This design comes from an exercise in tuning for small area and a short achievable clock period on the open sky130 flow, not from production work. Function not checked in this run: the RTL went through the layout flow alone. Power is estimated from default activity; no workload was simulated.

===== flow/design.v =====
`timescale 1ns / 1ps
module baud_generator (
    input wire clk,
    input wire rst_n,
    input wire [15:0] baud_cfg,
    output reg baud_tick
);
    reg [15:0] b;
    reg [15:0] c2;
    wire [17:0] m3;
    wire [16:0] mc;
    assign m3[0] = c2[0];
    assign m3[1] = c2[1] ^ c2[0];
    assign mc[1] = c2[1] & c2[0];
    assign m3[2] = c2[2] ^ c2[1] ^ mc[1];
    assign mc[2] = (c2[2] & c2[1]) | (c2[2] & mc[1]) | (c2[1] & mc[1]);
    assign m3[3] = c2[3] ^ c2[2] ^ mc[2];
    assign mc[3] = (c2[3] & c2[2]) | (c2[3] & mc[2]) | (c2[2] & mc[2]);
    assign m3[4] = c2[4] ^ c2[3] ^ mc[3];
    assign mc[4] = (c2[4] & c2[3]) | (c2[4] & mc[3]) | (c2[3] & mc[3]);
    assign m3[5] = c2[5] ^ c2[4] ^ mc[4];
    assign mc[5] = (c2[5] & c2[4]) | (c2[5] & mc[4]) | (c2[4] & mc[4]);
    assign m3[6] = c2[6] ^ c2[5] ^ mc[5];
    assign mc[6] = (c2[6] & c2[5]) | (c2[6] & mc[5]) | (c2[5] & mc[5]);
    assign m3[7] = c2[7] ^ c2[6] ^ mc[6];
    assign mc[7] = (c2[7] & c2[6]) | (c2[7] & mc[6]) | (c2[6] & mc[6]);
    assign m3[8] = c2[8] ^ c2[7] ^ mc[7];
    assign mc[8] = (c2[8] & c2[7]) | (c2[8] & mc[7]) | (c2[7] & mc[7]);
    assign m3[9] = c2[9] ^ c2[8] ^ mc[8];
    assign mc[9] = (c2[9] & c2[8]) | (c2[9] & mc[8]) | (c2[8] & mc[8]);
    assign m3[10] = c2[10] ^ c2[9] ^ mc[9];
    assign mc[10] = (c2[10] & c2[9]) | (c2[10] & mc[9]) | (c2[9] & mc[9]);
    assign m3[11] = c2[11] ^ c2[10] ^ mc[10];
    assign mc[11] = (c2[11] & c2[10]) | (c2[11] & mc[10]) | (c2[10] & mc[10]);
    assign m3[12] = c2[12] ^ c2[11] ^ mc[11];
    assign mc[12] = (c2[12] & c2[11]) | (c2[12] & mc[11]) | (c2[11] & mc[11]);
    assign m3[13] = c2[13] ^ c2[12] ^ mc[12];
    assign mc[13] = (c2[13] & c2[12]) | (c2[13] & mc[12]) | (c2[12] & mc[12]);
    assign m3[14] = c2[14] ^ c2[13] ^ mc[13];
    assign mc[14] = (c2[14] & c2[13]) | (c2[14] & mc[13]) | (c2[13] & mc[13]);
    assign m3[15] = c2[15] ^ c2[14] ^ mc[14];
    assign mc[15] = (c2[15] & c2[14]) | (c2[15] & mc[14]) | (c2[14] & mc[14]);
    assign m3[16] = c2[15] ^ mc[15];
    assign m3[17] = c2[15] & mc[15];
    localparam [31:0] KBT0 = 32'h0000a22a;
    localparam [31:0] KBT1 = 32'h00aa60c6;
    localparam [31:0] KBT2 = 32'h00ccba3e;
    localparam [31:0] KBT3 = 32'h00f0cffe;
    localparam [31:0] KBT4 = 32'h00000000;
    localparam [31:0] KBT5 = 32'h00fffffe;
    wire b_small = (b[15:6] == 10'd0) && !(b[5] && b[4]);    
    wire b_ge24 = b[5] || (b[4] && b[3]);
    wire [5:0] kb_tab = {KBT5[b[4:0]], KBT4[b[4:0]], KBT3[b[4:0]], KBT2[b[4:0]], KBT1[b[4:0]], KBT0[b[4:0]]};
    wire [5:0] kb = !b_small ? 6'd0 : b_ge24 ? b[5:0] : kb_tab;
    wire e1_0 = (b[1:0] == 2'd1);
    wire e2_0 = (b[1:0] == 2'd2);
    wire e3_0 = (b[1:0] == 2'd3);
    wire p0_0 = (e1_0 & c2[0]) | (e3_0 & m3[0]);
    wire p0_1 = (e1_0 & c2[1]) | (e2_0 & c2[0]) | (e3_0 & m3[1]);
    wire p0_2 = (e1_0 & c2[2]) | (e2_0 & c2[1]) | (e3_0 & m3[2]);
    wire p0_3 = (e1_0 & c2[3]) | (e2_0 & c2[2]) | (e3_0 & m3[3]);
    wire p0_4 = (e1_0 & c2[4]) | (e2_0 & c2[3]) | (e3_0 & m3[4]);
    wire p0_5 = (e1_0 & c2[5]) | (e2_0 & c2[4]) | (e3_0 & m3[5]);
    wire p0_6 = (e1_0 & c2[6]) | (e2_0 & c2[5]) | (e3_0 & m3[6]);
    wire p0_7 = (e1_0 & c2[7]) | (e2_0 & c2[6]) | (e3_0 & m3[7]);
    wire p0_8 = (e1_0 & c2[8]) | (e2_0 & c2[7]) | (e3_0 & m3[8]);
    wire p0_9 = (e1_0 & c2[9]) | (e2_0 & c2[8]) | (e3_0 & m3[9]);
    wire p0_10 = (e1_0 & c2[10]) | (e2_0 & c2[9]) | (e3_0 & m3[10]);
    wire p0_11 = (e1_0 & c2[11]) | (e2_0 & c2[10]) | (e3_0 & m3[11]);
    wire p0_12 = (e1_0 & c2[12]) | (e2_0 & c2[11]) | (e3_0 & m3[12]);
    wire p0_13 = (e1_0 & c2[13]) | (e2_0 & c2[12]) | (e3_0 & m3[13]);
    wire p0_14 = (e1_0 & c2[14]) | (e2_0 & c2[13]) | (e3_0 & m3[14]);
    wire p0_15 = (e1_0 & c2[15]) | (e2_0 & c2[14]) | (e3_0 & m3[15]);
    wire p0_16 = (e2_0 & c2[15]) | (e3_0 & m3[16]);
    wire p0_17 = (e3_0 & m3[17]);
    wire e1_1 = (b[3:2] == 2'd1);
    wire e2_1 = (b[3:2] == 2'd2);
    wire e3_1 = (b[3:2] == 2'd3);
    wire p1_0 = (e1_1 & c2[0]) | (e3_1 & m3[0]);
    wire p1_1 = (e1_1 & c2[1]) | (e2_1 & c2[0]) | (e3_1 & m3[1]);
    wire p1_2 = (e1_1 & c2[2]) | (e2_1 & c2[1]) | (e3_1 & m3[2]);
    wire p1_3 = (e1_1 & c2[3]) | (e2_1 & c2[2]) | (e3_1 & m3[3]);
    wire p1_4 = (e1_1 & c2[4]) | (e2_1 & c2[3]) | (e3_1 & m3[4]);
    wire p1_5 = (e1_1 & c2[5]) | (e2_1 & c2[4]) | (e3_1 & m3[5]);
    wire p1_6 = (e1_1 & c2[6]) | (e2_1 & c2[5]) | (e3_1 & m3[6]);
    wire p1_7 = (e1_1 & c2[7]) | (e2_1 & c2[6]) | (e3_1 & m3[7]);
    wire p1_8 = (e1_1 & c2[8]) | (e2_1 & c2[7]) | (e3_1 & m3[8]);
    wire p1_9 = (e1_1 & c2[9]) | (e2_1 & c2[8]) | (e3_1 & m3[9]);
    wire p1_10 = (e1_1 & c2[10]) | (e2_1 & c2[9]) | (e3_1 & m3[10]);
    wire p1_11 = (e1_1 & c2[11]) | (e2_1 & c2[10]) | (e3_1 & m3[11]);
    wire p1_12 = (e1_1 & c2[12]) | (e2_1 & c2[11]) | (e3_1 & m3[12]);
    wire p1_13 = (e1_1 & c2[13]) | (e2_1 & c2[12]) | (e3_1 & m3[13]);
    wire p1_14 = (e1_1 & c2[14]) | (e2_1 & c2[13]) | (e3_1 & m3[14]);
    wire p1_15 = (e1_1 & c2[15]) | (e2_1 & c2[14]) | (e3_1 & m3[15]);
    wire p1_16 = (e2_1 & c2[15]) | (e3_1 & m3[16]);
    wire p1_17 = (e3_1 & m3[17]);
    wire e1_2 = (b[5:4] == 2'd1);
    wire e2_2 = (b[5:4] == 2'd2);
    wire e3_2 = (b[5:4] == 2'd3);
    wire p2_0 = (e1_2 & c2[0]) | (e3_2 & m3[0]);
    wire p2_1 = (e1_2 & c2[1]) | (e2_2 & c2[0]) | (e3_2 & m3[1]);
    wire p2_2 = (e1_2 & c2[2]) | (e2_2 & c2[1]) | (e3_2 & m3[2]);
    wire p2_3 = (e1_2 & c2[3]) | (e2_2 & c2[2]) | (e3_2 & m3[3]);
    wire p2_4 = (e1_2 & c2[4]) | (e2_2 & c2[3]) | (e3_2 & m3[4]);
    wire p2_5 = (e1_2 & c2[5]) | (e2_2 & c2[4]) | (e3_2 & m3[5]);
    wire p2_6 = (e1_2 & c2[6]) | (e2_2 & c2[5]) | (e3_2 & m3[6]);
    wire p2_7 = (e1_2 & c2[7]) | (e2_2 & c2[6]) | (e3_2 & m3[7]);
    wire p2_8 = (e1_2 & c2[8]) | (e2_2 & c2[7]) | (e3_2 & m3[8]);
    wire p2_9 = (e1_2 & c2[9]) | (e2_2 & c2[8]) | (e3_2 & m3[9]);
    wire p2_10 = (e1_2 & c2[10]) | (e2_2 & c2[9]) | (e3_2 & m3[10]);
    wire p2_11 = (e1_2 & c2[11]) | (e2_2 & c2[10]) | (e3_2 & m3[11]);
    wire p2_12 = (e1_2 & c2[12]) | (e2_2 & c2[11]) | (e3_2 & m3[12]);
    wire p2_13 = (e1_2 & c2[13]) | (e2_2 & c2[12]) | (e3_2 & m3[13]);
    wire p2_14 = (e1_2 & c2[14]) | (e2_2 & c2[13]) | (e3_2 & m3[14]);
    wire p2_15 = (e1_2 & c2[15]) | (e2_2 & c2[14]) | (e3_2 & m3[15]);
    wire p2_16 = (e2_2 & c2[15]) | (e3_2 & m3[16]);
    wire p2_17 = (e3_2 & m3[17]);
    wire e1_3 = (b[7:6] == 2'd1);
    wire e2_3 = (b[7:6] == 2'd2);
    wire e3_3 = (b[7:6] == 2'd3);
    wire p3_0 = (e1_3 & c2[0]) | (e3_3 & m3[0]);
    wire p3_1 = (e1_3 & c2[1]) | (e2_3 & c2[0]) | (e3_3 & m3[1]);
    wire p3_2 = (e1_3 & c2[2]) | (e2_3 & c2[1]) | (e3_3 & m3[2]);
    wire p3_3 = (e1_3 & c2[3]) | (e2_3 & c2[2]) | (e3_3 & m3[3]);
    wire p3_4 = (e1_3 & c2[4]) | (e2_3 & c2[3]) | (e3_3 & m3[4]);
    wire p3_5 = (e1_3 & c2[5]) | (e2_3 & c2[4]) | (e3_3 & m3[5]);
    wire p3_6 = (e1_3 & c2[6]) | (e2_3 & c2[5]) | (e3_3 & m3[6]);
    wire p3_7 = (e1_3 & c2[7]) | (e2_3 & c2[6]) | (e3_3 & m3[7]);
    wire p3_8 = (e1_3 & c2[8]) | (e2_3 & c2[7]) | (e3_3 & m3[8]);
    wire p3_9 = (e1_3 & c2[9]) | (e2_3 & c2[8]) | (e3_3 & m3[9]);
    wire p3_10 = (e1_3 & c2[10]) | (e2_3 & c2[9]) | (e3_3 & m3[10]);
    wire p3_11 = (e1_3 & c2[11]) | (e2_3 & c2[10]) | (e3_3 & m3[11]);
    wire p3_12 = (e1_3 & c2[12]) | (e2_3 & c2[11]) | (e3_3 & m3[12]);
    wire p3_13 = (e1_3 & c2[13]) | (e2_3 & c2[12]) | (e3_3 & m3[13]);
    wire p3_14 = (e1_3 & c2[14]) | (e2_3 & c2[13]) | (e3_3 & m3[14]);
    wire p3_15 = (e1_3 & c2[15]) | (e2_3 & c2[14]) | (e3_3 & m3[15]);
    wire p3_16 = (e2_3 & c2[15]) | (e3_3 & m3[16]);
    wire e1_4 = (b[9:8] == 2'd1);
    wire e2_4 = (b[9:8] == 2'd2);
    wire e3_4 = (b[9:8] == 2'd3);
    wire p4_0 = (e1_4 & c2[0]) | (e3_4 & m3[0]);
    wire p4_1 = (e1_4 & c2[1]) | (e2_4 & c2[0]) | (e3_4 & m3[1]);
    wire p4_2 = (e1_4 & c2[2]) | (e2_4 & c2[1]) | (e3_4 & m3[2]);
    wire p4_3 = (e1_4 & c2[3]) | (e2_4 & c2[2]) | (e3_4 & m3[3]);
    wire p4_4 = (e1_4 & c2[4]) | (e2_4 & c2[3]) | (e3_4 & m3[4]);
    wire p4_5 = (e1_4 & c2[5]) | (e2_4 & c2[4]) | (e3_4 & m3[5]);
    wire p4_6 = (e1_4 & c2[6]) | (e2_4 & c2[5]) | (e3_4 & m3[6]);
    wire p4_7 = (e1_4 & c2[7]) | (e2_4 & c2[6]) | (e3_4 & m3[7]);
    wire p4_8 = (e1_4 & c2[8]) | (e2_4 & c2[7]) | (e3_4 & m3[8]);
    wire p4_9 = (e1_4 & c2[9]) | (e2_4 & c2[8]) | (e3_4 & m3[9]);
    wire p4_10 = (e1_4 & c2[10]) | (e2_4 & c2[9]) | (e3_4 & m3[10]);
    wire p4_11 = (e1_4 & c2[11]) | (e2_4 & c2[10]) | (e3_4 & m3[11]);
    wire p4_12 = (e1_4 & c2[12]) | (e2_4 & c2[11]) | (e3_4 & m3[12]);
    wire p4_13 = (e1_4 & c2[13]) | (e2_4 & c2[12]) | (e3_4 & m3[13]);
    wire p4_14 = (e1_4 & c2[14]) | (e2_4 & c2[13]) | (e3_4 & m3[14]);
    wire e1_5 = (b[11:10] == 2'd1);
    wire e2_5 = (b[11:10] == 2'd2);
    wire e3_5 = (b[11:10] == 2'd3);
    wire p5_0 = (e1_5 & c2[0]) | (e3_5 & m3[0]);
    wire p5_1 = (e1_5 & c2[1]) | (e2_5 & c2[0]) | (e3_5 & m3[1]);
    wire p5_2 = (e1_5 & c2[2]) | (e2_5 & c2[1]) | (e3_5 & m3[2]);
    wire p5_3 = (e1_5 & c2[3]) | (e2_5 & c2[2]) | (e3_5 & m3[3]);
    wire p5_4 = (e1_5 & c2[4]) | (e2_5 & c2[3]) | (e3_5 & m3[4]);
    wire p5_5 = (e1_5 & c2[5]) | (e2_5 & c2[4]) | (e3_5 & m3[5]);
    wire p5_6 = (e1_5 & c2[6]) | (e2_5 & c2[5]) | (e3_5 & m3[6]);
    wire p5_7 = (e1_5 & c2[7]) | (e2_5 & c2[6]) | (e3_5 & m3[7]);
    wire p5_8 = (e1_5 & c2[8]) | (e2_5 & c2[7]) | (e3_5 & m3[8]);
    wire p5_9 = (e1_5 & c2[9]) | (e2_5 & c2[8]) | (e3_5 & m3[9]);
    wire p5_10 = (e1_5 & c2[10]) | (e2_5 & c2[9]) | (e3_5 & m3[10]);
    wire p5_11 = (e1_5 & c2[11]) | (e2_5 & c2[10]) | (e3_5 & m3[11]);
    wire p5_12 = (e1_5 & c2[12]) | (e2_5 & c2[11]) | (e3_5 & m3[12]);
    wire e1_6 = (b[13:12] == 2'd1);
    wire e2_6 = (b[13:12] == 2'd2);
    wire e3_6 = (b[13:12] == 2'd3);
    wire p6_0 = (e1_6 & c2[0]) | (e3_6 & m3[0]);
    wire p6_1 = (e1_6 & c2[1]) | (e2_6 & c2[0]) | (e3_6 & m3[1]);
    wire p6_2 = (e1_6 & c2[2]) | (e2_6 & c2[1]) | (e3_6 & m3[2]);
    wire p6_3 = (e1_6 & c2[3]) | (e2_6 & c2[2]) | (e3_6 & m3[3]);
    wire p6_4 = (e1_6 & c2[4]) | (e2_6 & c2[3]) | (e3_6 & m3[4]);
    wire p6_5 = (e1_6 & c2[5]) | (e2_6 & c2[4]) | (e3_6 & m3[5]);
    wire p6_6 = (e1_6 & c2[6]) | (e2_6 & c2[5]) | (e3_6 & m3[6]);
    wire p6_7 = (e1_6 & c2[7]) | (e2_6 & c2[6]) | (e3_6 & m3[7]);
    wire p6_8 = (e1_6 & c2[8]) | (e2_6 & c2[7]) | (e3_6 & m3[8]);
    wire p6_9 = (e1_6 & c2[9]) | (e2_6 & c2[8]) | (e3_6 & m3[9]);
    wire p6_10 = (e1_6 & c2[10]) | (e2_6 & c2[9]) | (e3_6 & m3[10]);
    wire e1_7 = (b[15:14] == 2'd1);
    wire e2_7 = (b[15:14] == 2'd2);
    wire e3_7 = (b[15:14] == 2'd3);
    wire p7_0 = (e1_7 & c2[0]) | (e3_7 & m3[0]);
    wire p7_1 = (e1_7 & c2[1]) | (e2_7 & c2[0]) | (e3_7 & m3[1]);
    wire p7_2 = (e1_7 & c2[2]) | (e2_7 & c2[1]) | (e3_7 & m3[2]);
    wire p7_3 = (e1_7 & c2[3]) | (e2_7 & c2[2]) | (e3_7 & m3[3]);
    wire p7_4 = (e1_7 & c2[4]) | (e2_7 & c2[3]) | (e3_7 & m3[4]);
    wire p7_5 = (e1_7 & c2[5]) | (e2_7 & c2[4]) | (e3_7 & m3[5]);
    wire p7_6 = (e1_7 & c2[6]) | (e2_7 & c2[5]) | (e3_7 & m3[6]);
    wire p7_7 = (e1_7 & c2[7]) | (e2_7 & c2[6]) | (e3_7 & m3[7]);
    wire p7_8 = (e1_7 & c2[8]) | (e2_7 & c2[7]) | (e3_7 & m3[8]);
    wire s1;
    wire k2;
    wire s3;
    wire k4;
    wire s5;
    wire k6;
    wire s7;
    wire k8;
    wire s9;
    wire k10;
    wire s11;
    wire k12;
    wire s13;
    wire k14;
    wire s15;
    wire k16;
    wire s17;
    wire k18;
    wire s19;
    wire k20;
    wire s21;
    wire k22;
    wire s23;
    wire k24;
    wire s25;
    wire k26;
    wire s27;
    wire k28;
    wire s29;
    wire k30;
    wire s31;
    wire k32;
    wire s33;
    wire k34;
    wire s35;
    wire k36;
    wire s37;
    wire k38;
    wire s39;
    wire k40;
    wire s41;
    wire k42;
    wire s43;
    wire k44;
    wire s45;
    wire k46;
    wire s47;
    wire k48;
    wire s49;
    wire k50;
    wire s51;
    wire k52;
    wire s53;
    wire k54;
    wire s55;
    wire k56;
    wire s57;
    wire k58;
    wire s59;
    wire k60;
    wire s61;
    wire k62;
    wire s63;
    wire k64;
    wire s65;
    wire k66;
    wire s67;
    wire k68;
    wire s69;
    wire k70;
    wire s71;
    wire k72;
    wire s73;
    wire k74;
    wire s75;
    wire k76;
    wire s77;
    wire k78;
    wire s79;
    wire k80;
    wire s81;
    wire k82;
    wire s83;
    wire k84;
    wire s85;
    wire k86;
    wire s87;
    wire k88;
    wire s89;
    wire k90;
    wire s91;
    wire k92;
    wire s93;
    wire k94;
    wire s95;
    wire k96;
    wire s97;
    wire k98;
    wire s99;
    wire k100;
    wire s101;
    wire k102;
    wire s103;
    wire k104;
    wire s105;
    wire k106;
    wire s107;
    wire k108;
    wire s109;
    wire k110;
    wire s111;
    wire k112;
    wire s113;
    wire k114;
    wire s115;
    wire k116;
    wire s117;
    wire k118;
    wire s119;
    wire k120;
    wire s121;
    wire k122;
    wire s123;
    wire k124;
    wire s125;
    wire k126;
    wire s127;
    wire k128;
    wire s129;
    wire k130;
    wire s131;
    wire k132;
    wire s133;
    wire k134;
    wire s135;
    wire k136;
    wire s137;
    wire k138;
    wire s139;
    wire k140;
    wire s141;
    wire k142;
    wire s143;
    wire k144;
    wire s145;
    wire k146;
    wire s147;
    wire k148;
    wire s149;
    wire k150;
    wire s151;
    wire k152;
    wire s153;
    wire k154;
    wire s155;
    wire k156;
    wire s157;
    wire k158;
    wire s159;
    wire k160;
    wire s161;
    wire k162;
    wire s163;
    wire k164;
    wire s165;
    wire k166;
    wire s167;
    wire k168;
    wire s169;
    wire k170;
    wire s171;
    wire k172;
    wire s173;
    wire k174;
    wire s175;
    wire k176;
    wire s177;
    wire k178;
    wire s179;
    wire k180;
    wire s181;
    wire k182;
    wire s183;
    wire k184;
    wire s185;
    wire k186;
    wire s187;
    wire k188;
    wire r189;
    wire r190;
    wire r191;
    wire r192;
    wire r193;
    wire r194;
    wire r195;
    wire r196;
    wire r197;
    wire r198;
    wire r199;
    wire r200;
    wire r201;
    wire r202;
    wire r203;
    wire r204;
    wire r205;
    wire r206;
    wire r207;
    wire r208;
    wire r209;
    wire r210;
    wire r211;
    assign s1 = p0_12 ^ p1_10 ^ p2_8;
    assign k2 = (p0_12 & p1_10) | (p0_12 & p2_8) | (p1_10 & p2_8);
    assign s3 = p0_13 ^ p1_11 ^ p2_9;
    assign k4 = (p0_13 & p1_11) | (p0_13 & p2_9) | (p1_11 & p2_9);
    assign s5 = p0_14 ^ p1_12 ^ p2_10;
    assign k6 = (p0_14 & p1_12) | (p0_14 & p2_10) | (p1_12 & p2_10);
    assign s7 = p3_8 ^ p4_6 ^ p5_4;
    assign k8 = (p3_8 & p4_6) | (p3_8 & p5_4) | (p4_6 & p5_4);
    assign s9 = p0_15 ^ p1_13 ^ p2_11;
    assign k10 = (p0_15 & p1_13) | (p0_15 & p2_11) | (p1_13 & p2_11);
    assign s11 = p3_9 ^ p4_7 ^ p5_5;
    assign k12 = (p3_9 & p4_7) | (p3_9 & p5_5) | (p4_7 & p5_5);
    assign s13 = p0_16 ^ p1_14 ^ p2_12;
    assign k14 = (p0_16 & p1_14) | (p0_16 & p2_12) | (p1_14 & p2_12);
    assign s15 = p3_10 ^ p4_8 ^ p5_6;
    assign k16 = (p3_10 & p4_8) | (p3_10 & p5_6) | (p4_8 & p5_6);
    assign s17 = p6_4 ^ p7_2;
    assign k18 = p6_4 & p7_2;
    assign s19 = p0_17 ^ p1_15 ^ p2_13;
    assign k20 = (p0_17 & p1_15) | (p0_17 & p2_13) | (p1_15 & p2_13);
    assign s21 = p3_11 ^ p4_9 ^ p5_7;
    assign k22 = (p3_11 & p4_9) | (p3_11 & p5_7) | (p4_9 & p5_7);
    assign s23 = p6_5 ^ p7_3 ^ kb[1];
    assign k24 = (p6_5 & p7_3) | (p6_5 & kb[1]) | (p7_3 & kb[1]);
    assign s25 = p1_16 ^ p2_14 ^ p3_12;
    assign k26 = (p1_16 & p2_14) | (p1_16 & p3_12) | (p2_14 & p3_12);
    assign s27 = p4_10 ^ p5_8 ^ p6_6;
    assign k28 = (p4_10 & p5_8) | (p4_10 & p6_6) | (p5_8 & p6_6);
    assign s29 = p7_4 ^ kb[2];
    assign k30 = p7_4 & kb[2];
    assign s31 = p1_17 ^ p2_15 ^ p3_13;
    assign k32 = (p1_17 & p2_15) | (p1_17 & p3_13) | (p2_15 & p3_13);
    assign s33 = p4_11 ^ p5_9 ^ p6_7;
    assign k34 = (p4_11 & p5_9) | (p4_11 & p6_7) | (p5_9 & p6_7);
    assign s35 = p7_5 ^ kb[3];
    assign k36 = p7_5 & kb[3];
    assign s37 = p2_16 ^ p3_14 ^ p4_12;
    assign k38 = (p2_16 & p3_14) | (p2_16 & p4_12) | (p3_14 & p4_12);
    assign s39 = p5_10 ^ p6_8 ^ p7_6;
    assign k40 = (p5_10 & p6_8) | (p5_10 & p7_6) | (p6_8 & p7_6);
    assign s43 = p2_17 ^ p3_15 ^ p4_13;
    assign k44 = (p2_17 & p3_15) | (p2_17 & p4_13) | (p3_15 & p4_13);
    assign s45 = p5_11 ^ p6_9 ^ p7_7;
    assign k46 = (p5_11 & p6_9) | (p5_11 & p7_7) | (p6_9 & p7_7);
    assign s47 = p3_16 ^ p4_14 ^ p5_12;
    assign k48 = (p3_16 & p4_14) | (p3_16 & p5_12) | (p4_14 & p5_12);
    assign s49 = p0_6 ^ p1_4;
    assign k50 = p0_6 & p1_4;
    assign s51 = p0_7 ^ p1_5 ^ p2_3;
    assign k52 = (p0_7 & p1_5) | (p0_7 & p2_3) | (p1_5 & p2_3);
    assign s53 = p0_8 ^ p1_6 ^ p2_4;
    assign k54 = (p0_8 & p1_6) | (p0_8 & p2_4) | (p1_6 & p2_4);
    assign s55 = p0_9 ^ p1_7 ^ p2_5;
    assign k56 = (p0_9 & p1_7) | (p0_9 & p2_5) | (p1_7 & p2_5);
    assign s57 = p0_10 ^ p1_8 ^ p2_6;
    assign k58 = (p0_10 & p1_8) | (p0_10 & p2_6) | (p1_8 & p2_6);
    assign s59 = p3_4 ^ p4_2;
    assign k60 = p3_4 & p4_2;
    assign s61 = p0_11 ^ p1_9 ^ p2_7;
    assign k62 = (p0_11 & p1_9) | (p0_11 & p2_7) | (p1_9 & p2_7);
    assign s63 = p3_5 ^ p4_3 ^ p5_1;
    assign k64 = (p3_5 & p4_3) | (p3_5 & p5_1) | (p4_3 & p5_1);
    assign s65 = s1 ^ p3_6 ^ p4_4;
    assign k66 = (s1 & p3_6) | (s1 & p4_4) | (p3_6 & p4_4);
    assign s67 = p5_2 ^ p6_0 ^ 1'b1;
    assign k68 = (p5_2 & p6_0) | (p5_2 & 1'b1) | (p6_0 & 1'b1);
    assign s69 = s3 ^ p3_7 ^ p4_5;
    assign k70 = (s3 & p3_7) | (s3 & p4_5) | (p3_7 & p4_5);
    assign s71 = p5_3 ^ p6_1 ^ k2;
    assign k72 = (p5_3 & p6_1) | (p5_3 & k2) | (p6_1 & k2);
    assign s73 = s5 ^ s7 ^ p6_2;
    assign k74 = (s5 & s7) | (s5 & p6_2) | (s7 & p6_2);
    assign s75 = p7_0 ^ 1'b1 ^ k4;
    assign k76 = (p7_0 & 1'b1) | (p7_0 & k4) | (1'b1 & k4);
    assign s77 = s9 ^ s11 ^ p6_3;
    assign k78 = (s9 & s11) | (s9 & p6_3) | (s11 & p6_3);
    assign s79 = p7_1 ^ k6 ^ k8;
    assign k80 = (p7_1 & k6) | (p7_1 & k8) | (k6 & k8);
    assign s81 = s13 ^ s15 ^ s17;
    assign k82 = (s13 & s15) | (s13 & s17) | (s15 & s17);
    assign s83 = kb[0] ^ k10 ^ k12;
    assign k84 = (kb[0] & k10) | (kb[0] & k12) | (k10 & k12);
    assign s85 = s19 ^ s21 ^ s23;
    assign k86 = (s19 & s21) | (s19 & s23) | (s21 & s23);
    assign s87 = k14 ^ k16 ^ k18;
    assign k88 = (k14 & k16) | (k14 & k18) | (k16 & k18);
    assign s89 = s25 ^ s27 ^ s29;
    assign k90 = (s25 & s27) | (s25 & s29) | (s27 & s29);
    assign s91 = k20 ^ k22 ^ k24;
    assign k92 = (k20 & k22) | (k20 & k24) | (k22 & k24);
    assign s93 = s31 ^ s33 ^ s35;
    assign k94 = (s31 & s33) | (s31 & s35) | (s33 & s35);
    assign s95 = k26 ^ k28 ^ k30;
    assign k96 = (k26 & k28) | (k26 & k30) | (k28 & k30);
    assign s97 = s37 ^ s39 ^ ~kb[4];
    assign k98 = (s37 & s39) | (s37 & ~kb[4]) | (s39 & ~kb[4]);
    assign s99 = k32 ^ k34 ^ k36;
    assign k100 = (k32 & k34) | (k32 & k36) | (k34 & k36);
    assign s101 = s43 ^ s45 ^ kb[5];
    assign k102 = (s43 & s45) | (s43 & kb[5]) | (s45 & kb[5]);
    assign s103 = k38 ^ k40 ^ kb[4];
    assign k104 = (k38 & k40) | (k38 & kb[4]) | (k40 & kb[4]);
    assign s105 = s47 ^ p6_10 ^ p7_8;
    assign k106 = (s47 & p6_10) | (s47 & p7_8) | (p6_10 & p7_8);
    assign s107 = 1'b1 ^ k44 ^ k46;
    assign k108 = (1'b1 & k44) | (1'b1 & k46) | (k44 & k46);
    assign s109 = p0_4 ^ p1_2;
    assign k110 = p0_4 & p1_2;
    assign s111 = p0_5 ^ p1_3 ^ p2_1;
    assign k112 = (p0_5 & p1_3) | (p0_5 & p2_1) | (p1_3 & p2_1);
    assign s113 = s49 ^ p2_2 ^ p3_0;
    assign k114 = (s49 & p2_2) | (s49 & p3_0) | (p2_2 & p3_0);
    assign s115 = s51 ^ p3_1 ^ 1'b1;
    assign k116 = (s51 & p3_1) | (s51 & 1'b1) | (p3_1 & 1'b1);
    assign s117 = s53 ^ p3_2 ^ p4_0;
    assign k118 = (s53 & p3_2) | (s53 & p4_0) | (p3_2 & p4_0);
    assign s119 = s55 ^ p3_3 ^ p4_1;
    assign k120 = (s55 & p3_3) | (s55 & p4_1) | (p3_3 & p4_1);
    assign s121 = s57 ^ s59 ^ p5_0;
    assign k122 = (s57 & s59) | (s57 & p5_0) | (s59 & p5_0);
    assign s123 = s61 ^ s63 ^ k58;
    assign k124 = (s61 & s63) | (s61 & k58) | (s63 & k58);
    assign s125 = s65 ^ s67 ^ k62;
    assign k126 = (s65 & s67) | (s65 & k62) | (s67 & k62);
    assign s127 = s69 ^ s71 ^ k66;
    assign k128 = (s69 & s71) | (s69 & k66) | (s71 & k66);
    assign s129 = s73 ^ s75 ^ k70;
    assign k130 = (s73 & s75) | (s73 & k70) | (s75 & k70);
    assign s131 = s77 ^ s79 ^ k74;
    assign k132 = (s77 & s79) | (s77 & k74) | (s79 & k74);
    assign s133 = s81 ^ s83 ^ k78;
    assign k134 = (s81 & s83) | (s81 & k78) | (s83 & k78);
    assign s135 = s85 ^ s87 ^ k82;
    assign k136 = (s85 & s87) | (s85 & k82) | (s87 & k82);
    assign s137 = s89 ^ s91 ^ k86;
    assign k138 = (s89 & s91) | (s89 & k86) | (s91 & k86);
    assign s139 = s93 ^ s95 ^ k90;
    assign k140 = (s93 & s95) | (s93 & k90) | (s95 & k90);
    assign s141 = s97 ^ s99 ^ k94;
    assign k142 = (s97 & s99) | (s97 & k94) | (s99 & k94);
    assign s143 = s101 ^ s103 ^ k98;
    assign k144 = (s101 & s103) | (s101 & k98) | (s103 & k98);
    assign s145 = s105 ^ s107 ^ k102;
    assign k146 = (s105 & s107) | (s105 & k102) | (s107 & k102);
    assign s147 = p0_2 ^ p1_0;
    assign k148 = p0_2 & p1_0;
    assign s149 = p0_3 ^ p1_1;
    assign k150 = p0_3 & p1_1;
    assign s151 = s109 ^ p2_0 ^ 1'b1;
    assign k152 = (s109 & p2_0) | (s109 & 1'b1) | (p2_0 & 1'b1);
    assign s153 = s111 ^ 1'b1 ^ k110;
    assign k154 = (s111 & 1'b1) | (s111 & k110) | (1'b1 & k110);
    assign s155 = s113 ^ 1'b1 ^ k112;
    assign k156 = (s113 & 1'b1) | (s113 & k112) | (1'b1 & k112);
    assign s157 = s115 ^ k50 ^ k114;
    assign k158 = (s115 & k50) | (s115 & k114) | (k50 & k114);
    assign s159 = s117 ^ k52 ^ k116;
    assign k160 = (s117 & k52) | (s117 & k116) | (k52 & k116);
    assign s161 = s119 ^ k54 ^ k118;
    assign k162 = (s119 & k54) | (s119 & k118) | (k54 & k118);
    assign s163 = s121 ^ k56 ^ k120;
    assign k164 = (s121 & k56) | (s121 & k120) | (k56 & k120);
    assign s165 = s123 ^ k60 ^ k122;
    assign k166 = (s123 & k60) | (s123 & k122) | (k60 & k122);
    assign s167 = s125 ^ k64 ^ k124;
    assign k168 = (s125 & k64) | (s125 & k124) | (k64 & k124);
    assign s169 = s127 ^ k68 ^ k126;
    assign k170 = (s127 & k68) | (s127 & k126) | (k68 & k126);
    assign s171 = s129 ^ k72 ^ k128;
    assign k172 = (s129 & k72) | (s129 & k128) | (k72 & k128);
    assign s173 = s131 ^ k76 ^ k130;
    assign k174 = (s131 & k76) | (s131 & k130) | (k76 & k130);
    assign s175 = s133 ^ k80 ^ k132;
    assign k176 = (s133 & k80) | (s133 & k132) | (k80 & k132);
    assign s177 = s135 ^ k84 ^ k134;
    assign k178 = (s135 & k84) | (s135 & k134) | (k84 & k134);
    assign s179 = s137 ^ k88 ^ k136;
    assign k180 = (s137 & k88) | (s137 & k136) | (k88 & k136);
    assign s181 = s139 ^ k92 ^ k138;
    assign k182 = (s139 & k92) | (s139 & k138) | (k92 & k138);
    assign s183 = s141 ^ k96 ^ k140;
    assign k184 = (s141 & k96) | (s141 & k140) | (k96 & k140);
    assign s185 = s143 ^ k100 ^ k142;
    assign k186 = (s143 & k100) | (s143 & k142) | (k100 & k142);
    assign s187 = s145 ^ k104 ^ k144;
    assign k188 = (s145 & k104) | (s145 & k144) | (k104 & k144);
    assign r189 = p0_0 & 1'b1;
    assign r190 = (p0_1 & 1'b1) | (p0_1 & r189) | (1'b1 & r189);
    assign r191 = (s147 & 1'b1) | (s147 & r190) | (1'b1 & r190);
    assign r192 = (s149 & k148) | (s149 & r191) | (k148 & r191);
    assign r193 = (s151 & k150) | (s151 & r192) | (k150 & r192);
    assign r194 = (s153 & k152) | (s153 & r193) | (k152 & r193);
    assign r195 = (s155 & k154) | (s155 & r194) | (k154 & r194);
    assign r196 = (s157 & k156) | (s157 & r195) | (k156 & r195);
    assign r197 = (s159 & k158) | (s159 & r196) | (k158 & r196);
    assign r198 = (s161 & k160) | (s161 & r197) | (k160 & r197);
    assign r199 = (s163 & k162) | (s163 & r198) | (k162 & r198);
    assign r200 = (s165 & k164) | (s165 & r199) | (k164 & r199);
    assign r201 = (s167 & k166) | (s167 & r200) | (k166 & r200);
    assign r202 = (s169 & k168) | (s169 & r201) | (k168 & r201);
    assign r203 = (s171 & k170) | (s171 & r202) | (k170 & r202);
    assign r204 = (s173 & k172) | (s173 & r203) | (k172 & r203);
    assign r205 = (s175 & k174) | (s175 & r204) | (k174 & r204);
    assign r206 = (s177 & k176) | (s177 & r205) | (k176 & r205);
    assign r207 = (s179 & k178) | (s179 & r206) | (k178 & r206);
    assign r208 = (s181 & k180) | (s181 & r207) | (k180 & r207);
    assign r209 = (s183 & k182) | (s183 & r208) | (k182 & r208);
    assign r210 = (s185 & k184) | (s185 & r209) | (k184 & r209);
    assign r211 = (s187 & k186) | (s187 & r210) | (k186 & r210);
    wire gt = r211;
    wire hi = (c2[7] & (|b[15:15])) | (c2[8] & (|b[15:14])) | (c2[9] & (|b[15:13])) | (c2[10] & (|b[15:12])) | (c2[11] & (|b[15:11])) | (c2[12] & (|b[15:10])) | (c2[13] & (|b[15:9])) | (c2[14] & (|b[15:8])) | (c2[15] & (|b[15:7])) | k48 | k106 | k108 | k146 | k188;
    wire cond = hi | gt;
    wire [16:0] c2_t;
    wire [15:0] c2_inc;
    assign c2_t[0] = 1'b1;
    genvar gi;
    generate for (gi = 0; gi < 16; gi = gi + 1) begin : g_inc
        assign c2_inc[gi] = c2[gi] ^ c2_t[gi];
        assign c2_t[gi + 1] = c2[gi] & c2_t[gi];
    end endgenerate
    always @(posedge clk) b <= (baud_cfg == 16'd0) ? 16'd9600 : baud_cfg;
    always @(posedge clk or negedge rst_n) begin
        if (!rst_n) begin
            c2 <= 16'd2;
            baud_tick <= 1'b0;
        end else begin
            baud_tick <= cond;
            c2 <= cond ? 16'd2 : c2_inc;
        end
    end
endmodule
`timescale 1ns / 1ps
module uart_tx (
    input wire clk,
    input wire rst_n,
    input wire tx_start,
    input wire [7:0] tx_data,
    input wire baud_tick,
    output reg tx,
    output reg tx_busy,
    output reg tx_done
);
    localparam [3:0] IDLE = 4'd6, START = 4'd7, STOP = 4'd0;
    reg [3:0] state;
    reg [7:0] data;            
    wire idle = (state == IDLE);
    wire stop = (state == STOP);
    wire [3:0] state_inc = {state[3] ^ (state[2] & state[1] & state[0]),
                            state[2] ^ (state[1] & state[0]),
                            state[1] ^ state[0],
                            ~state[0]};
    always @(posedge clk)
        if (idle && tx_start) data <= tx_data;
    always @(posedge clk or negedge rst_n) begin
        if (!rst_n) begin
            state   <= IDLE;
            tx      <= 1'b1;
            tx_busy <= 1'b0;
            tx_done <= 1'b0;
        end else begin
            tx_busy <= !idle || tx_start;
            tx_done <= stop && baud_tick;
            tx      <= state[3] ? data[state[2:0]] : (state != START);
            if (idle) begin
                if (tx_start) state <= START;
            end else if (baud_tick) begin
                state <= stop ? IDLE : state_inc;
            end
        end
    end
endmodule
`timescale 1ns / 1ps
module uart_rx (
    input wire clk,
    input wire rst_n,
    input wire rx,
    input wire baud_tick,
    output reg [7:0] rx_data,
    output reg rx_valid,
    output reg frame_error,
    output wire parity_error,
    output reg overrun_error
);
    localparam [3:0] IDLE = 4'd6, START = 4'd7, STOP = 4'd0;
    assign parity_error = 1'b0;
    reg rx_sync1, rx_sync2;
    reg [2:0] rx_filter;
    reg rx_filtered;
    reg [3:0] div16;           
    reg [3:0] sample_count;    
    reg [3:0] state;
    reg [6:0] shift_lo;        
    reg shift_hi;
    wire baud_pulse = baud_tick && (div16 == 4'd0);
    wire mid = baud_tick && (sample_count == 4'd7);
    wire idle = (state == IDLE);
    wire stop = (state == STOP);
    wire data_st = state[3];
    function [3:0] inc4;
        input [3:0] x;
        inc4 = {x[3] ^ (x[2] & x[1] & x[0]), x[2] ^ (x[1] & x[0]), x[1] ^ x[0], ~x[0]};
    endfunction
    always @(posedge clk) begin
        rx_sync1 <= rx;
        rx_sync2 <= rx_sync1;
        if (baud_tick)
            sample_count <= idle ? 4'd0 : inc4(sample_count);
        if (data_st && mid)
            shift_lo <= {shift_hi, shift_lo[6:1]};
    end
    always @(posedge clk or negedge rst_n) begin
        if (!rst_n) begin
            rx_filter     <= 3'b111;
            rx_filtered   <= 1'b1;
            div16         <= 4'd0;
            state         <= IDLE;
            shift_hi      <= 1'b0;
            rx_data       <= 8'd0;
            rx_valid      <= 1'b0;
            frame_error   <= 1'b0;
            overrun_error <= 1'b0;
        end else begin
            if (baud_tick) begin
                div16       <= inc4(div16);
                rx_filter   <= {rx_filter[1:0], rx_sync2};
                rx_filtered <= (rx_filter[2] & rx_filter[1]) |
                               (rx_filter[2] & rx_filter[0]) |
                               (rx_filter[1] & rx_filter[0]);
            end
            if (data_st && mid)
                shift_hi <= rx_filtered;
            rx_valid <= stop && baud_pulse;
            if (stop && baud_pulse) begin
                rx_data       <= {shift_hi, shift_lo};
                overrun_error <= 1'b0;
            end else if (rx_valid) begin
                overrun_error <= 1'b1;
            end
            if (idle)
                frame_error <= 1'b0;
            else if (stop && mid && !rx_filtered)
                frame_error <= 1'b1;
            case (state)
                IDLE:    if (baud_tick && !rx_filtered) state <= START;
                START:   if (mid) state <= rx_filtered ? IDLE : 4'd8;
                STOP:    if (baud_pulse) state <= IDLE;
                default: if (baud_pulse) state <= inc4(state);    
            endcase
        end
    end
endmodule
`timescale 1ns / 1ps
module uart_protocol_checker (
    input wire clk,
    input wire rst_n,
    input wire rx_valid,
    input wire [7:0] rx_data,
    input wire frame_error,
    input wire overrun_error,
    output reg [7:0] frame_error_count,
    output wire [7:0] parity_error_count,
    output reg [7:0] overrun_error_count,
    output reg [7:0] break_count,
    output reg break_detected,
    output reg [15:0] bytes_received,
    output reg [15:0] packets_received,
    input wire clear_stats
);
    assign parity_error_count = 8'd0;
    function [7:0] inc8;
        input [7:0] x;
        input en;
        integer i;
        reg c;
        begin
            c = en;
            for (i = 0; i < 8; i = i + 1) begin
                inc8[i] = x[i] ^ c;
                c = c & x[i];
            end
        end
    endfunction
    function [15:0] inc16;
        input [15:0] x;
        input en;
        integer i;
        reg c;
        begin
            c = en;
            for (i = 0; i < 16; i = i + 1) begin
                inc16[i] = x[i] ^ c;
                c = c & x[i];
            end
        end
    endfunction
    reg [3:0] zeros;
    reg [1:0] idle_count;      
    reg prev_rx_valid, prev_frame_error, prev_overrun_error;
    wire zero_frame = (rx_data == 8'd0) && frame_error;
    wire ff_frame = (rx_data == 8'hFF);
    always @(posedge clk or negedge rst_n) begin
        if (!rst_n) begin
            zeros          <= 4'd0;
            break_detected <= 1'b0;
        end else begin
            break_detected <= rx_valid && zero_frame && (zeros == 4'd9);
            if (rx_valid) begin
                if (!zero_frame)
                    zeros <= 4'd0;
                else if (zeros != 4'd10)
                    zeros <= {zeros[3] ^ (zeros[2] & zeros[1] & zeros[0]),
                              zeros[2] ^ (zeros[1] & zeros[0]),
                              zeros[1] ^ zeros[0],
                              ~zeros[0]};
            end
        end
    end
    wire pkt_inc = rx_valid && !ff_frame && (idle_count == 2'd3);
    always @(posedge clk or negedge rst_n) begin
        if (!rst_n) begin
            idle_count          <= 2'd0;
            packets_received    <= 16'd0;
            frame_error_count   <= 8'd0;
            overrun_error_count <= 8'd0;
            break_count         <= 8'd0;
            bytes_received      <= 16'd0;
            prev_rx_valid       <= 1'b0;
            prev_frame_error    <= 1'b0;
            prev_overrun_error  <= 1'b0;
        end else if (clear_stats) begin
            packets_received    <= 16'd0;
            frame_error_count   <= 8'd0;
            overrun_error_count <= 8'd0;
            break_count         <= 8'd0;
            bytes_received      <= 16'd0;
        end else begin
            if (rx_valid) begin
                if (ff_frame)
                    idle_count <= {idle_count[1] | idle_count[0], idle_count[1] | ~idle_count[0]};
                else
                    idle_count <= 2'd0;
            end
            packets_received    <= inc16(packets_received, pkt_inc);
            bytes_received      <= inc16(bytes_received, rx_valid && !prev_rx_valid);
            frame_error_count   <= inc8(frame_error_count, frame_error && !prev_frame_error);
            overrun_error_count <= inc8(overrun_error_count, overrun_error && !prev_overrun_error);
            break_count         <= inc8(break_count, break_detected);
            prev_rx_valid      <= rx_valid;
            prev_frame_error   <= frame_error;
            prev_overrun_error <= overrun_error;
        end
    end
endmodule
`timescale 1ns / 1ps
module uart_top #(
    parameter CLOCK_FREQ = 50000000,
    parameter DEFAULT_BAUD = 9600,
    parameter DATA_WIDTH = 8,
    parameter STOP_BITS = 1,
    parameter PARITY_EN = 0,
    parameter OVERSAMPLING = 16
) (
    input wire clk,
    input wire rst_n,
    input wire rx,
    output wire tx,
    input wire tx_start,
    input wire [DATA_WIDTH-1:0] tx_data,
    output wire tx_busy,
    output wire tx_done,
    output wire [DATA_WIDTH-1:0] rx_data,
    output wire rx_valid,
    input wire [15:0] baud_cfg,
    output wire frame_error,
    output wire parity_error,
    output wire overrun_error,
    output wire break_detected,
    output wire [7:0] frame_error_count,
    output wire [7:0] parity_error_count,
    output wire [7:0] overrun_error_count,
    output wire [7:0] break_count,
    output wire [15:0] bytes_received,
    output wire [15:0] packets_received,
    input wire clear_stats
);
    wire baud_tick;
    baud_generator baud_gen (
        .clk(clk),
        .rst_n(rst_n),
        .baud_cfg(baud_cfg),
        .baud_tick(baud_tick)
    );
    uart_tx uart_transmitter (
        .clk(clk),
        .rst_n(rst_n),
        .tx_start(tx_start),
        .tx_data(tx_data),
        .baud_tick(baud_tick),
        .tx(tx),
        .tx_busy(tx_busy),
        .tx_done(tx_done)
    );
    uart_rx uart_receiver (
        .clk(clk),
        .rst_n(rst_n),
        .rx(rx),
        .baud_tick(baud_tick),
        .rx_data(rx_data),
        .rx_valid(rx_valid),
        .frame_error(frame_error),
        .parity_error(parity_error),
        .overrun_error(overrun_error)
    );
    uart_protocol_checker protocol_checker (
        .clk(clk),
        .rst_n(rst_n),
        .rx_valid(rx_valid),
        .rx_data(rx_data),
        .frame_error(frame_error),
        .overrun_error(overrun_error),
        .frame_error_count(frame_error_count),
        .parity_error_count(parity_error_count),
        .overrun_error_count(overrun_error_count),
        .break_count(break_count),
        .break_detected(break_detected),
        .bytes_received(bytes_received),
        .packets_received(packets_received),
        .clear_stats(clear_stats)
    );
endmodule

===== flow/config.mk =====
export PLATFORM = sky130hd
export DESIGN_NAME = uart_top
export DESIGN_NICKNAME = uart_top
export VERILOG_FILES = /design/flow/design.v
export SDC_FILE = /design/flow/constraint.sdc
export NUM_CORES = 8
export LEC_CHECK = 0
export ABC_AREA = 1
export CAP_MARGIN = 20
export CORE_MARGIN = 2
export CORE_UTILIZATION = 40
export CTS_BUF_LIST = sky130_fd_sc_hd__clkbuf_8
export CTS_CLUSTER_DIAMETER = 100
export CTS_CLUSTER_SIZE = 30
export SLEW_MARGIN = 20

===== flow/constraint.sdc =====
create_clock -name core_clock -period 72.0 [get_ports {clk}]
set_input_delay 14.4000 -clock core_clock [delete_from_list [all_inputs] [get_ports {clk}]]
set_output_delay 14.4000 -clock core_clock [all_outputs]
set_load 0.01 [all_outputs]

===== flow/standard.sh =====
#!/bin/bash
# synth_recipe.tcl (not shown) runs the flow's synth.tcl, then flattens the netlist and writes it again
# the make line also repeats each setting of config.mk as NAME=value (left out here)
make -C /OpenROAD-flow-scripts/flow DESIGN_CONFIG=/design/flow/config.mk WORK_HOME=/design/flow/orfs CLKGATE_MAP_FILE= SYNTH_SCRIPT=/design/flow/synth_recipe.tcl "${@:-finish}"

===== flow/flow/run.sh =====
#!/bin/bash
# Own flow: the standard flow (standard.sh: unchanged synthesis and steps) with
#  - the port buffers that buffer_ports inserts chosen as the smallest buffer, and
#  - clock tree synthesis without dummy loads.
# make's full output goes to standard.log; ORFS keeps each step's log under orfs/logs.
export BUFFER_PORTS_ARGS="-buffer_cell sky130_fd_sc_hd__buf_1"
export CTS_ARGS="-sink_clustering_enable -repair_clock_nets -buf_list sky130_fd_sc_hd__clkbuf_8 -sink_clustering_size 30 -sink_clustering_max_diameter 100 -dont_use_dummy_load"
bash standard.sh > standard.log 2>&1

==> metrics.md <==
| Metric | Value |
|---|---|
| Crit path DAT | 1.10 ns |
| Initial antenna violation count | 0 |
| Fin. max-slew vios | 0 |
| Post-Synth XOR/XNOR Area | 0.930% |
| Sequential element share of the synthesized area | 33.6% |
| CTS tree | built |
| Yosys reg bits | 151 |
| Adder-cell area share of the yosys netlist | 27.2% |
| Global Route Usage Sum | 20.0% |
| Hold Fails Final Rpt | 0 |
| Largest family of logic cells by synthesized area | adder cells |
| WP buf/inv | 1 |
| Layout Skew | 0.0371 ns |
| DRT antenna net count | 0 |
| Post-synthesis compound-gate area fraction | 13.2% |
| Ranking of synthesized cells by area | dfrtp_1 23%, fa_1 16%, ha_1 11% |
| Vias in the first global route | 8548 |
| Max clock buf depth | 2 |
| YS warnings | 4 |
| Final Cycle Share | 21.5% |
| Area delta synth->final | 7.82% |
| Full die area | 0.0296 mm² |
| Die W | 172 µm |
| Drt first pass iters | 6 |
| Number of remaining DRC errors | 0 |
| Final setup violation count | 0 |
| # diodes | 0 |
| Yosys cell types | 46 |
| # IOs | 109 |
| Core area | 0.0278 mm² |
| Share of layout cells above drive strength 1 | 4.57% |
| Hold path cells | 0 |
| Crit-path max FO | 1 |
| Wire length per cell | 16.5 µm |
| Synth Instances | 1266 |
| Via/cell ratio | 5.18 |
| Num CTS Buffers | 17 |
| Total gr overflow | 0 |
| Slowest CP cell | dfstp_2 |
| Worst-path clk slew | 0.07 ns |
| Post-Synth Simple-Gate Area | 13.7% |
| Crit path max-delay family | flip-flops |
| Cell row count | 61 |
| Final non-filler cell area | 0.0122 mm² |
| Slew margin rel. | 33.5% |
| CP Capture Type | output port |
| Net count of the finished layout | 1558 |
| Hold crit path type | reg -> reg |
| Post-cts resize count | 0 |
| Achievable Freq | 64.5 MHz |
| Post-CTS Hold Fix Bufs | 0 |
| Sinks on Clock Net | 151 |
| Top-area cell type share of the netlist area | 23.0% |
| Post-DP HPWL | 22.0 mm |
| Status | complete, no violations |
| I/O Buffers | 99 |
| Dominant cell type by area after synthesis | dfrtp_1 |
| Final core utilization | 43.9% |
| Vias | 8884 |
| Starting DRT DRC Count | 751 |
| Crit Path Category | reg -> out |
| Initial Util | 40.7% |
| Min cycle time layout | 15.50 ns |
| H-tree depth | 4 |
| Least-Margin Pin Slew | 0.993 ns |
| Worst VDD drop | 0.0000165 V |
| WP depth | 1 |
| R2r worst-path depth | 35 |
| Power Density | 33.5 mW/mm² |
| CTS root buffer | clkbuf_8 |
| Worst Path Required | 57.60 ns |
| Post-CTS setup buffer count | 0 |
| CP max stage delay | 0.53 ns |
| Syn avg cell area | 8.93 µm² |
| RSZ-0062 raised after global routing | false |
| Clock Latency Late Sink | 0.44 ns |
| Worst setup SP type | flip-flop |
| Final hold slack | 0.327 ns |
| Chip height | 172 µm |
| Post-Syn Area | 0.0113 mm² |
| Setup TNS | 0 ns |
| Area after DPL | 0.0120 mm² |
| Largest net degree at the start of global routing | 63 |
| GP Congestion | 0.989 |
| Final WL | 28.2 mm |
| First-pass GRT wire length | 46.0 mm |
| CP cell instances | buf_1 |
| Portion of netlist area occupied by mux cells | 0% |
| Max-Cap Viols | 0 |
| LEAKAGE | 0.00583 µW |
## cells by family (layout without fill, tap and decap cells)
group           Yosys count  after routing
simple gates            361            361
fa+ha+maj               191            191
other cells               1              9
buf+inv                 328            390
compound gates          222            222
xor+xnor                 12             12
flops                   151            151
## synthesized netlist by cell type (all sizes together)
master     n
a221oi     2
a31oi      2
a21oi     59
a211oi     3
edfxtp    19
nand3     22
xnor2      7
buf       12
nand2    187
conb       1
clkinv    10
nand4      8
inv      256
nor4       6
o2111ai    2
dfrtp    104
a22oi      6
clkbuf    50
o221ai    62
fa        91
or2        2
or3b       1
o21a       1
dfxtp     18
dfstp     10
ha       100
o31a       1
nor3b      2
xor2       5
nor2     121
a2111oi    1
o22ai     54
nor3      12
o211ai     3
o21ai     26
## power by group
part	internal, µW	leakage [µW]	total, µW	switching (µW)
sequential	97.0	0.00182	111	14.3
combinational	95.1	0.00389	249	154
clock	20.8	0.000122	47.7	26.8
## final cells by class
class,instances,area (µm²)
Clock buffer,17,234
Fill cell,2770,15600
Inverter,266,998
Multi-Input combinational cell,795,6250
Sequential cell,151,3800
Tap cell,378,473
Timing Repair Buffer,107,437
## worst paths after layout
kind	endpoint	slack, ns	startpoint
max in group asynchronous	uart_receiver.frame_error	56.67	rst_n
min in group asynchronous	protocol_checker.zeros[0]	14.09	rst_n
worst max-delay path	tx	56.50	uart_transmitter.tx
worst min register to register	uart_receiver.rx_sync2	0.33	uart_receiver.rx_sync1
worst min-delay path	uart_receiver.rx_sync2	0.33	uart_receiver.rx_sync1
worst max register to register	baud_gen.c2[15]	61.13	baud_gen.c2[0]
## layer usage
| metal | routed length [µm] | share of wire (%) | vias up | track usage, % |
|---|---|---|---|---|
| met5 | 0 | 0 | - | 0 |
| met1 | 12100 | 43 | 4187 | 27.1 |
| met2 | 12700 | 45 | 400 | 31.3 |
| li1 | - | - | 4226 | - |
| met3 | 2480 | 8.8 | 71 | 5.15 |
| met4 | 897 | 3.2 | 0 | 6.87 |
## cells in the final DEF (no fill, tap or decap), drive strengths merged, types with 7 or more instances in the layout
cell	netlist	routed
dfxtp	18	18
a21oi	59	59
nor3	12	12
dfstp	10	10
inv	256	256
nand3	22	22
o21ai	26	26
edfxtp	19	19
clkinv	10	10
conb	1	9
nand2	187	187
buf	12	105
fa	91	91
o221ai	62	62
ha	100	100
nor2	121	121
clkbuf	50	19
dfrtp	104	104
o22ai	54	54
nand4	8	8
xnor2	7	7
## state kept, by name (all words and copies together), names as in the netlist, 7 cells and up
name	cells
protocol_checker.break_count	8
uart_transmitter.data	8
uart_receiver.rx_data	8
baud_gen.b	16
protocol_checker.frame_error_count	8
baud_gen.c2	16
uart_receiver.shift_lo	7
protocol_checker.bytes_received	16
protocol_checker.packets_received	16
protocol_checker.overrun_error_count	8
## per-stage QoR
step / cells / total power (µW) / setup slack (ns)
floorplan: 1274 / 302 / 56.66
global placement: 1697 / 357 / 56.13
detailed placement: 1697 / 363 / 56.11
CTS: 1714 / 412 / 56.47
global route: 1714 / 455 / 56.38
finish: 1714 / 408 / 56.50

[port drivers added, routing unchanged]
How much do the figures lean on ideal ports? The routed layout below was timed once more, with nothing changed but the port constraints. Step 1 assumes that a clkbuf_16 drives the clock port and a buf_2 every other input. Step 2 adds t to the input delays and takes it off the output delays; t is the mean of the earliest and latest rising clock arrival at the registers after step 1. Input paths then give back, and output paths get back, about the clock's delay inside the block. Three values: no drivers, after step 1, after step 2; two values: the first two.
t, ns: 0.463
setup slack, ns: 56.504 / 56.465 / 56.143
worst slew at a driven data input, ns: 0.04
pins driven straight from the clock port: 1
After both steps this run still meets setup and hold. For this run, drivers alone change the setup slack by -0.039 ns; drivers and shift together by -0.361 ns.
